What follows belongs to an exercise in optimizing a design on an open flow for small area; a production flow would make more cautious choices. Where RTL was checked, it was by simulation tests only, not by an equivalence proof against the original.

==> inputs of v2 <==
Design Cordic, start of the top module:
module Cordic(
	input clk,
	input [12:0] x_0,
	input [12:0] y_0,
	input [12:0] z_0,
	output [12:0] x_N,
	output [12:0] y_N,
	output [12:0] z_N
);
==> flow/config.mk <==
export PLATFORM = sky130hd
export DESIGN_NAME = Cordic
export DESIGN_NICKNAME = Cordic
export VERILOG_FILES = /design/flow/design.v
export SDC_FILE = /design/flow/constraint.sdc
export NUM_CORES = 4
export LEC_CHECK = 0
export CAP_MARGIN = 20
export CORE_MARGIN = 2
export CORE_UTILIZATION = 40
export CTS_BUF_LIST = sky130_fd_sc_hd__clkbuf_8 sky130_fd_sc_hd__clkbuf_16
export CTS_CLUSTER_DIAMETER = 100
export CTS_CLUSTER_SIZE = 24
export SLEW_MARGIN = 20
==> flow/constraint.sdc <==
create_clock -name core_clock -period 3.2 [get_ports {clk}]
set_input_delay 0.6400 -clock core_clock [delete_from_list [all_inputs] [get_ports {clk}]]
set_output_delay 0.6400 -clock core_clock [all_outputs]
set_load 0.01 [all_outputs]
run.sh (not shown) runs the stock make flow with config.mk's settings and CLKGATE_MAP_FILE= SYNTH_SCRIPT=/design/flow/synth_recipe.tcl, a recipe that flattens the netlist after the stock synthesis.
==> inputs of v13, as changes to v2 <==
--- a/flow/design.v
+++ b/flow/design.v
@@ -53,17 +53,23 @@
 	wire cy0_3;
 	CordicMachine #(.N(3), .FIRST(1)) ay0_0 (.a(ys0[2:0]), .b(by0[2:0]), .ci(d0), .s(yn0[2:0]), .co(cy0_3));
 	wire cy0_6;
 	CordicMachine #(.N(3), .FIRST(0)) ay0_1 (.a(ys0[5:3]), .b(by0[5:3]), .ci(cy0_3), .s(yn0[5:3]), .co(cy0_6));
 	wire cy0_9;
 	CordicMachine #(.N(3), .FIRST(0)) ay0_2 (.a(ys0[8:6]), .b(by0[8:6]), .ci(cy0_6), .s(yn0[8:6]), .co(cy0_9));
 	wire cy0_13;
 	CordicMachine #(.N(4), .FIRST(0)) ay0_3 (.a(ys0[12:9]), .b(by0[12:9]), .ci(cy0_9), .s(yn0[12:9]), .co(cy0_13));
-	wire [12:0] zf0 = d0 ? zs0 + 13'd2880 : zs0 - 13'd2880;
+	wire [12:0] zf0;
+	wire [12:0] za0 = {~d0, d0, ~d0, d0, d0, ~d0, 1'b1, 1'b0, 1'b0, 1'b0, 1'b0, 1'b0, 1'b0};   
+	assign zf0[5:0] = zs0[5:0];
+	wire cz0_11;
+	CordicMachine #(.N(5), .FIRST(1)) az0_0 (.a(zs0[10:6]), .b(za0[10:6]), .ci(1'b0), .s(zf0[10:6]), .co(cz0_11));
+	wire cz0_13;
+	CordicMachine #(.N(2), .FIRST(0)) az0_1 (.a(zs0[12:11]), .b(za0[12:11]), .ci(cz0_11), .s(zf0[12:11]), .co(cz0_13));
 	reg [12:0] xr1; reg [12:1] yr1; reg [12:0] zr1;
 	always @(posedge clk) begin xr1 <= xn0; yr1 <= yn0[12:1]; zr1 <= zf0[12:0]; end
 	wire [12:0] xs1 = xr1, ys1 = {yr1, xr1[0]};   
 	wire [12:0] zs1 = zr1;
 	wire d1 = zs1[12];   
 	wire signed [12:0] xss1 = xs1, yss1 = ys1;
 	wire [12:0] xsh1 = xss1 >>> 1, ysh1 = yss1 >>> 1;
 	wire [12:0] bx1 = ysh1 ^ {13{~d1}}, by1 = xsh1 ^ {13{d1}};
@@ -79,17 +85,23 @@
 	wire cy1_3;
 	CordicMachine #(.N(3), .FIRST(1)) ay1_0 (.a(ys1[2:0]), .b(by1[2:0]), .ci(d1), .s(yn1[2:0]), .co(cy1_3));
 	wire cy1_6;
 	CordicMachine #(.N(3), .FIRST(0)) ay1_1 (.a(ys1[5:3]), .b(by1[5:3]), .ci(cy1_3), .s(yn1[5:3]), .co(cy1_6));
 	wire cy1_9;
 	CordicMachine #(.N(3), .FIRST(0)) ay1_2 (.a(ys1[8:6]), .b(by1[8:6]), .ci(cy1_6), .s(yn1[8:6]), .co(cy1_9));
 	wire cy1_13;
 	CordicMachine #(.N(4), .FIRST(0)) ay1_3 (.a(ys1[12:9]), .b(by1[12:9]), .ci(cy1_9), .s(yn1[12:9]), .co(cy1_13));
-	wire [12:0] zf1 = d1 ? zs1 + 13'd1700 : zs1 - 13'd1700;
+	wire [11:0] zf1;
+	wire [11:0] za1 = {~d1, d1, d1, ~d1, d1, ~d1, d1, ~d1, ~d1, 1'b1, 1'b0, 1'b0};   
+	assign zf1[1:0] = zs1[1:0];
+	wire cz1_7;
+	CordicMachine #(.N(5), .FIRST(1)) az1_0 (.a(zs1[6:2]), .b(za1[6:2]), .ci(1'b0), .s(zf1[6:2]), .co(cz1_7));
+	wire cz1_12;
+	CordicMachine #(.N(5), .FIRST(0)) az1_1 (.a(zs1[11:7]), .b(za1[11:7]), .ci(cz1_7), .s(zf1[11:7]), .co(cz1_12));
 	reg [12:0] xr2, yr2; reg [11:0] zr2;
 	always @(posedge clk) begin xr2 <= xn1; yr2 <= yn1; zr2 <= zf1[11:0]; end
 	wire [12:0] xs2 = xr2, ys2 = yr2;
 	wire [11:0] zs2 = zr2;
 	wire d2 = zs2[11];   
 	wire signed [12:0] xss2 = xs2, yss2 = ys2;
 	wire [12:0] xsh2 = xss2 >>> 2, ysh2 = yss2 >>> 2;
 	wire [12:0] bx2 = ysh2 ^ {13{~d2}}, by2 = xsh2 ^ {13{d2}};
@@ -105,17 +117,23 @@
 	wire cy2_3;
 	CordicMachine #(.N(3), .FIRST(1)) ay2_0 (.a(ys2[2:0]), .b(by2[2:0]), .ci(d2), .s(yn2[2:0]), .co(cy2_3));
 	wire cy2_6;
 	CordicMachine #(.N(3), .FIRST(0)) ay2_1 (.a(ys2[5:3]), .b(by2[5:3]), .ci(cy2_3), .s(yn2[5:3]), .co(cy2_6));
 	wire cy2_9;
 	CordicMachine #(.N(3), .FIRST(0)) ay2_2 (.a(ys2[8:6]), .b(by2[8:6]), .ci(cy2_6), .s(yn2[8:6]), .co(cy2_9));
 	wire cy2_13;
 	CordicMachine #(.N(4), .FIRST(0)) ay2_3 (.a(ys2[12:9]), .b(by2[12:9]), .ci(cy2_9), .s(yn2[12:9]), .co(cy2_13));
-	wire [11:0] zf2 = d2 ? zs2 + 12'd898 : zs2 - 12'd898;
+	wire [10:0] zf2;
+	wire [10:0] za2 = {~d2, d2, d2, d2, ~d2, ~d2, ~d2, ~d2, ~d2, 1'b1, 1'b0};   
+	assign zf2[0:0] = zs2[0:0];
+	wire cz2_6;
+	CordicMachine #(.N(5), .FIRST(1)) az2_0 (.a(zs2[5:1]), .b(za2[5:1]), .ci(1'b0), .s(zf2[5:1]), .co(cz2_6));
+	wire cz2_11;
+	CordicMachine #(.N(5), .FIRST(0)) az2_1 (.a(zs2[10:6]), .b(za2[10:6]), .ci(cz2_6), .s(zf2[10:6]), .co(cz2_11));
 	reg [12:0] xr3, yr3; reg [10:0] zr3;
 	always @(posedge clk) begin xr3 <= xn2; yr3 <= yn2; zr3 <= zf2[10:0]; end
 	wire [12:0] xs3 = xr3, ys3 = yr3;
 	wire [10:0] zs3 = zr3;
 	wire d3 = zs3[10];   
 	wire signed [12:0] xss3 = xs3, yss3 = ys3;
 	wire [12:0] xsh3 = xss3 >>> 3, ysh3 = yss3 >>> 3;
 	wire [12:0] bx3 = ysh3 ^ {13{~d3}}, by3 = xsh3 ^ {13{d3}};
@@ -131,17 +149,23 @@
 	wire cy3_3;
 	CordicMachine #(.N(3), .FIRST(1)) ay3_0 (.a(ys3[2:0]), .b(by3[2:0]), .ci(d3), .s(yn3[2:0]), .co(cy3_3));
 	wire cy3_6;
 	CordicMachine #(.N(3), .FIRST(0)) ay3_1 (.a(ys3[5:3]), .b(by3[5:3]), .ci(cy3_3), .s(yn3[5:3]), .co(cy3_6));
 	wire cy3_9;
 	CordicMachine #(.N(3), .FIRST(0)) ay3_2 (.a(ys3[8:6]), .b(by3[8:6]), .ci(cy3_6), .s(yn3[8:6]), .co(cy3_9));
 	wire cy3_13;
 	CordicMachine #(.N(4), .FIRST(0)) ay3_3 (.a(ys3[12:9]), .b(by3[12:9]), .ci(cy3_9), .s(yn3[12:9]), .co(cy3_13));
-	wire [10:0] zf3 = d3 ? zs3 + 11'd456 : zs3 - 11'd456;
+	wire [9:0] zf3;
+	wire [9:0] za3 = {~d3, d3, d3, d3, ~d3, ~d3, 1'b1, 1'b0, 1'b0, 1'b0};   
+	assign zf3[2:0] = zs3[2:0];
+	wire cz3_8;
+	CordicMachine #(.N(5), .FIRST(1)) az3_0 (.a(zs3[7:3]), .b(za3[7:3]), .ci(1'b0), .s(zf3[7:3]), .co(cz3_8));
+	wire cz3_10;
+	CordicMachine #(.N(2), .FIRST(0)) az3_1 (.a(zs3[9:8]), .b(za3[9:8]), .ci(cz3_8), .s(zf3[9:8]), .co(cz3_10));
 	reg [12:0] xr4, yr4; reg [9:0] zr4;
 	always @(posedge clk) begin xr4 <= xn3; yr4 <= yn3; zr4 <= zf3[9:0]; end
 	wire [12:0] xs4 = xr4, ys4 = yr4;
 	wire [9:0] zs4 = zr4;
 	wire d4 = zs4[9];   
 	wire signed [12:0] xss4 = xs4, yss4 = ys4;
 	wire [12:0] xsh4 = xss4 >>> 4, ysh4 = yss4 >>> 4;
 	wire [12:0] bx4 = ysh4 ^ {13{~d4}}, by4 = xsh4 ^ {13{d4}};
@@ -157,17 +181,23 @@
 	wire cy4_3;
 	CordicMachine #(.N(3), .FIRST(1)) ay4_0 (.a(ys4[2:0]), .b(by4[2:0]), .ci(d4), .s(yn4[2:0]), .co(cy4_3));
 	wire cy4_6;
 	CordicMachine #(.N(3), .FIRST(0)) ay4_1 (.a(ys4[5:3]), .b(by4[5:3]), .ci(cy4_3), .s(yn4[5:3]), .co(cy4_6));
 	wire cy4_9;
 	CordicMachine #(.N(3), .FIRST(0)) ay4_2 (.a(ys4[8:6]), .b(by4[8:6]), .ci(cy4_6), .s(yn4[8:6]), .co(cy4_9));
 	wire cy4_13;
 	CordicMachine #(.N(4), .FIRST(0)) ay4_3 (.a(ys4[12:9]), .b(by4[12:9]), .ci(cy4_9), .s(yn4[12:9]), .co(cy4_13));
-	wire [9:0] zf4 = d4 ? zs4 + 10'd228 : zs4 - 10'd228;
+	wire [8:0] zf4;
+	wire [8:0] za4 = {~d4, d4, d4, d4, ~d4, ~d4, 1'b1, 1'b0, 1'b0};   
+	assign zf4[1:0] = zs4[1:0];
+	wire cz4_7;
+	CordicMachine #(.N(5), .FIRST(1)) az4_0 (.a(zs4[6:2]), .b(za4[6:2]), .ci(1'b0), .s(zf4[6:2]), .co(cz4_7));
+	wire cz4_9;
+	CordicMachine #(.N(2), .FIRST(0)) az4_1 (.a(zs4[8:7]), .b(za4[8:7]), .ci(cz4_7), .s(zf4[8:7]), .co(cz4_9));
 	reg [12:0] xr5, yr5; reg [8:0] zr5;
 	always @(posedge clk) begin xr5 <= xn4; yr5 <= yn4; zr5 <= zf4[8:0]; end
 	wire [12:0] xs5 = xr5, ys5 = yr5;
 	wire [8:0] zs5 = zr5;
 	wire d5 = zs5[8];   
 	wire signed [12:0] xss5 = xs5, yss5 = ys5;
 	wire [12:0] xsh5 = xss5 >>> 5, ysh5 = yss5 >>> 5;
 	wire [12:0] bx5 = ysh5 ^ {13{~d5}}, by5 = xsh5 ^ {13{d5}};
@@ -183,17 +213,23 @@
 	wire cy5_3;
 	CordicMachine #(.N(3), .FIRST(1)) ay5_0 (.a(ys5[2:0]), .b(by5[2:0]), .ci(d5), .s(yn5[2:0]), .co(cy5_3));
 	wire cy5_6;
 	CordicMachine #(.N(3), .FIRST(0)) ay5_1 (.a(ys5[5:3]), .b(by5[5:3]), .ci(cy5_3), .s(yn5[5:3]), .co(cy5_6));
 	wire cy5_9;
 	CordicMachine #(.N(3), .FIRST(0)) ay5_2 (.a(ys5[8:6]), .b(by5[8:6]), .ci(cy5_6), .s(yn5[8:6]), .co(cy5_9));
 	wire cy5_13;
 	CordicMachine #(.N(4), .FIRST(0)) ay5_3 (.a(ys5[12:9]), .b(by5[12:9]), .ci(cy5_9), .s(yn5[12:9]), .co(cy5_13));
-	wire [8:0] zf5 = d5 ? zs5 + 9'd114 : zs5 - 9'd114;
+	wire [7:0] zf5;
+	wire [7:0] za5 = {~d5, d5, d5, d5, ~d5, ~d5, 1'b1, 1'b0};   
+	assign zf5[0:0] = zs5[0:0];
+	wire cz5_6;
+	CordicMachine #(.N(5), .FIRST(1)) az5_0 (.a(zs5[5:1]), .b(za5[5:1]), .ci(1'b0), .s(zf5[5:1]), .co(cz5_6));
+	wire cz5_8;
+	CordicMachine #(.N(2), .FIRST(0)) az5_1 (.a(zs5[7:6]), .b(za5[7:6]), .ci(cz5_6), .s(zf5[7:6]), .co(cz5_8));
 	reg [12:0] xr6, yr6; reg [7:0] zr6;
 	always @(posedge clk) begin xr6 <= xn5; yr6 <= yn5; zr6 <= zf5[7:0]; end
 	wire [12:0] xs6 = xr6, ys6 = yr6;
 	wire [7:0] zs6 = zr6;
 	wire d6 = zs6[7];   
 	wire signed [12:0] xss6 = xs6, yss6 = ys6;
 	wire [12:0] xsh6 = xss6 >>> 6, ysh6 = yss6 >>> 6;
 	wire [12:0] bx6 = ysh6 ^ {13{~d6}}, by6 = xsh6 ^ {13{d6}};
@@ -209,17 +245,22 @@
 	wire cy6_3;
 	CordicMachine #(.N(3), .FIRST(1)) ay6_0 (.a(ys6[2:0]), .b(by6[2:0]), .ci(d6), .s(yn6[2:0]), .co(cy6_3));
 	wire cy6_6;
 	CordicMachine #(.N(3), .FIRST(0)) ay6_1 (.a(ys6[5:3]), .b(by6[5:3]), .ci(cy6_3), .s(yn6[5:3]), .co(cy6_6));
 	wire cy6_9;
 	CordicMachine #(.N(3), .FIRST(0)) ay6_2 (.a(ys6[8:6]), .b(by6[8:6]), .ci(cy6_6), .s(yn6[8:6]), .co(cy6_9));
 	wire cy6_13;
 	CordicMachine #(.N(4), .FIRST(0)) ay6_3 (.a(ys6[12:9]), .b(by6[12:9]), .ci(cy6_9), .s(yn6[12:9]), .co(cy6_13));
-	wire [7:0] zf6 = d6 ? zs6 + 8'd57 : zs6 - 8'd57;
+	wire [6:0] zf6;
+	wire [6:0] za6 = {~d6, d6, d6, d6, ~d6, ~d6, 1'b1};   
+	wire cz6_5;
+	CordicMachine #(.N(5), .FIRST(1)) az6_0 (.a(zs6[4:0]), .b(za6[4:0]), .ci(1'b0), .s(zf6[4:0]), .co(cz6_5));
+	wire cz6_7;
+	CordicMachine #(.N(2), .FIRST(0)) az6_1 (.a(zs6[6:5]), .b(za6[6:5]), .ci(cz6_5), .s(zf6[6:5]), .co(cz6_7));
 	reg [12:0] xr7, yr7; reg [6:0] zr7;
 	always @(posedge clk) begin xr7 <= xn6; yr7 <= yn6; zr7 <= zf6[6:0]; end
 	wire [12:0] xs7 = xr7, ys7 = yr7;
 	wire [6:0] zs7 = zr7;
 	wire d7 = zs7[6];   
 	wire signed [12:0] xss7 = xs7, yss7 = ys7;
 	wire [12:0] xsh7 = xss7 >>> 7, ysh7 = yss7 >>> 7;
 	wire [12:0] bx7 = ysh7 ^ {13{~d7}}, by7 = xsh7 ^ {13{d7}};
@@ -235,17 +276,21 @@
 	wire cy7_3;
 	CordicMachine #(.N(3), .FIRST(1)) ay7_0 (.a(ys7[2:0]), .b(by7[2:0]), .ci(d7), .s(yn7[2:0]), .co(cy7_3));
 	wire cy7_6;
 	CordicMachine #(.N(3), .FIRST(0)) ay7_1 (.a(ys7[5:3]), .b(by7[5:3]), .ci(cy7_3), .s(yn7[5:3]), .co(cy7_6));
 	wire cy7_9;
 	CordicMachine #(.N(3), .FIRST(0)) ay7_2 (.a(ys7[8:6]), .b(by7[8:6]), .ci(cy7_6), .s(yn7[8:6]), .co(cy7_9));
 	wire cy7_13;
 	CordicMachine #(.N(4), .FIRST(0)) ay7_3 (.a(ys7[12:9]), .b(by7[12:9]), .ci(cy7_9), .s(yn7[12:9]), .co(cy7_13));
-	wire [6:0] zf7 = d7 ? zs7 + 7'd28 : zs7 - 7'd28;
+	wire [5:0] zf7;
+	wire [5:0] za7 = {~d7, d7, d7, 1'b1, 1'b0, 1'b0};   
+	assign zf7[1:0] = zs7[1:0];
+	wire cz7_6;
+	CordicMachine #(.N(4), .FIRST(1)) az7_0 (.a(zs7[5:2]), .b(za7[5:2]), .ci(1'b0), .s(zf7[5:2]), .co(cz7_6));
 	reg [12:0] xr8, yr8; reg [5:0] zr8;
 	always @(posedge clk) begin xr8 <= xn7; yr8 <= yn7; zr8 <= zf7[5:0]; end
 	wire [12:0] xs8 = xr8, ys8 = yr8;
 	wire [5:0] zs8 = zr8;
 	wire d8 = zs8[5];   
 	wire signed [12:0] xss8 = xs8, yss8 = ys8;
 	wire [12:0] xsh8 = xss8 >>> 8, ysh8 = yss8 >>> 8;
 	wire [12:0] bx8 = ysh8 ^ {13{~d8}}, by8 = xsh8 ^ {13{d8}};
@@ -261,17 +306,21 @@
 	wire cy8_3;
 	CordicMachine #(.N(3), .FIRST(1)) ay8_0 (.a(ys8[2:0]), .b(by8[2:0]), .ci(d8), .s(yn8[2:0]), .co(cy8_3));
 	wire cy8_6;
 	CordicMachine #(.N(3), .FIRST(0)) ay8_1 (.a(ys8[5:3]), .b(by8[5:3]), .ci(cy8_3), .s(yn8[5:3]), .co(cy8_6));
 	wire cy8_9;
 	CordicMachine #(.N(3), .FIRST(0)) ay8_2 (.a(ys8[8:6]), .b(by8[8:6]), .ci(cy8_6), .s(yn8[8:6]), .co(cy8_9));
 	wire cy8_13;
 	CordicMachine #(.N(4), .FIRST(0)) ay8_3 (.a(ys8[12:9]), .b(by8[12:9]), .ci(cy8_9), .s(yn8[12:9]), .co(cy8_13));
-	wire [5:0] zf8 = d8 ? zs8 + 6'd14 : zs8 - 6'd14;
+	wire [4:0] zf8;
+	wire [4:0] za8 = {~d8, d8, d8, 1'b1, 1'b0};   
+	assign zf8[0:0] = zs8[0:0];
+	wire cz8_5;
+	CordicMachine #(.N(4), .FIRST(1)) az8_0 (.a(zs8[4:1]), .b(za8[4:1]), .ci(1'b0), .s(zf8[4:1]), .co(cz8_5));
 	reg [12:0] xr9, yr9; reg [4:0] zr9;
 	always @(posedge clk) begin xr9 <= xn8; yr9 <= yn8; zr9 <= zf8[4:0]; end
 	wire [12:0] xs9 = xr9, ys9 = yr9;
 	wire [4:0] zs9 = zr9;
 	wire d9 = zs9[4];   
 	wire signed [12:0] xss9 = xs9, yss9 = ys9;
 	wire [12:0] xsh9 = xss9 >>> 9, ysh9 = yss9 >>> 9;
 	wire [12:0] bx9 = ysh9 ^ {13{~d9}}, by9 = xsh9 ^ {13{d9}};
@@ -287,17 +336,20 @@
 	wire cy9_3;
 	CordicMachine #(.N(3), .FIRST(1)) ay9_0 (.a(ys9[2:0]), .b(by9[2:0]), .ci(d9), .s(yn9[2:0]), .co(cy9_3));
 	wire cy9_6;
 	CordicMachine #(.N(3), .FIRST(0)) ay9_1 (.a(ys9[5:3]), .b(by9[5:3]), .ci(cy9_3), .s(yn9[5:3]), .co(cy9_6));
 	wire cy9_9;
 	CordicMachine #(.N(3), .FIRST(0)) ay9_2 (.a(ys9[8:6]), .b(by9[8:6]), .ci(cy9_6), .s(yn9[8:6]), .co(cy9_9));
 	wire cy9_13;
 	CordicMachine #(.N(4), .FIRST(0)) ay9_3 (.a(ys9[12:9]), .b(by9[12:9]), .ci(cy9_9), .s(yn9[12:9]), .co(cy9_13));
-	wire [4:0] zf9 = d9 ? zs9 + 5'd7 : zs9 - 5'd7;
+	wire [3:0] zf9;
+	wire [3:0] za9 = {~d9, d9, d9, 1'b1};   
+	wire cz9_4;
+	CordicMachine #(.N(4), .FIRST(1)) az9_0 (.a(zs9[3:0]), .b(za9[3:0]), .ci(1'b0), .s(zf9[3:0]), .co(cz9_4));
 	reg [12:0] xr10, yr10; reg [3:0] zr10;
 	always @(posedge clk) begin xr10 <= xn9; yr10 <= yn9; zr10 <= zf9[3:0]; end
 	wire [12:0] xs10 = xr10, ys10 = yr10;
 	wire [3:0] zs10 = zr10;
 	assign x_N = xs10;
 	assign y_N = ys10;
 	assign z_N = {{9{zs10[3]}}, zs10};
 endmodule
==> flow/flow/run.sh (new file) <==
#!/bin/bash
# Standard layout, but the port buffers that placement inserts use the smallest buffer cell.
set -euo pipefail
export BUFFER_PORTS_ARGS="-buffer_cell sky130_fd_sc_hd__buf_1"
bash standard.sh > standard.log 2>&1
==> flow/standard.sh (new file) <==
#!/bin/bash
# synth_recipe.tcl (not shown) runs the flow's synth.tcl, then flattens the netlist and writes it again
# the make line also repeats each setting of config.mk as NAME=value (left out here)
make -C /OpenROAD-flow-scripts/flow DESIGN_CONFIG=/design/flow/config.mk WORK_HOME=/design/flow/orfs CLKGATE_MAP_FILE= SYNTH_SCRIPT=/design/flow/synth_recipe.tcl "${@:-finish}"
==> flow/config.mk (replaced) <==
export PLATFORM = sky130hd
export DESIGN_NAME = Cordic
export DESIGN_NICKNAME = Cordic
export VERILOG_FILES = /design/flow/design.v
export SDC_FILE = /design/flow/constraint.sdc
export NUM_CORES = 4
export LEC_CHECK = 0
export CAP_MARGIN = 20
export CORE_MARGIN = 2
export CORE_UTILIZATION = 40
export CTS_BUF_LIST = sky130_fd_sc_hd__clkbuf_8
export CTS_CLUSTER_DIAMETER = 100
export CTS_CLUSTER_SIZE = 18
export GPL_TIMING_DRIVEN = 0
export SLEW_MARGIN = 20
removed: flow/run.sh
==> summary.txt <==
	v2	v13
Inverters	146	174
Outcome	no timing/DRC/antenna violations	no timing/DRC/antenna violations
Worst reg2reg endpoint	xr9[10]	yr4[10]
Net count after synthesis	1959	1820
Register area	6890 µm²	6900 µm²
Tap cell count	607	592
Final worst path period need	3010 ps	3030 ps
Cell total after placement	2301	2117
Worst slack at placement	-380 ps	-623 ps
Number of non-filler instances in the completed layout	2323	2142
Worst setup path category	flip-flop to flip-flop	input pin to flip-flop
Maximum achievable frequency	0.332 GHz	0.330 GHz
Endpoint arrival time on the critical path	3430 ps	3520 ps
Levels on crit path	9	11
Critical path's largest stage delay	680 ps	580 ps
Only the layout flow was run in v13; the RTL was not checked for function there.

==> port drivers added, routing unchanged <==
No port has a modelled driver above. Below, the same layouts with a new extraction and two added sets of constraints. Step 1, drivers: a clkbuf_16 drives clk and a buf_2 each remaining input, both assumed. Step 2 moves the port delays by t, midway between the first and last clock arrival at a register: inputs arrive t later, outputs are due t later. That takes back most of the time a late clock gives input paths. Three values: ideal, step 1, step 2; two values: the first two.
run | shift t [ns] | slack for setup (ns) | slew at the worst register clock pin (ns)
v2 | 0.567 | 0.192 / 0.192 / -0.344 | 0.09 / 0.09
v13 | 0.625 | 0.168 / 0.195 / -0.430 | 0.11 / 0.11
With both steps, setup timing fails in v2 and v13, where it was met with ideal ports. For v13, which loses most, drivers alone change the setup slack by +0.027 ns; drivers and shift together by -0.598 ns.
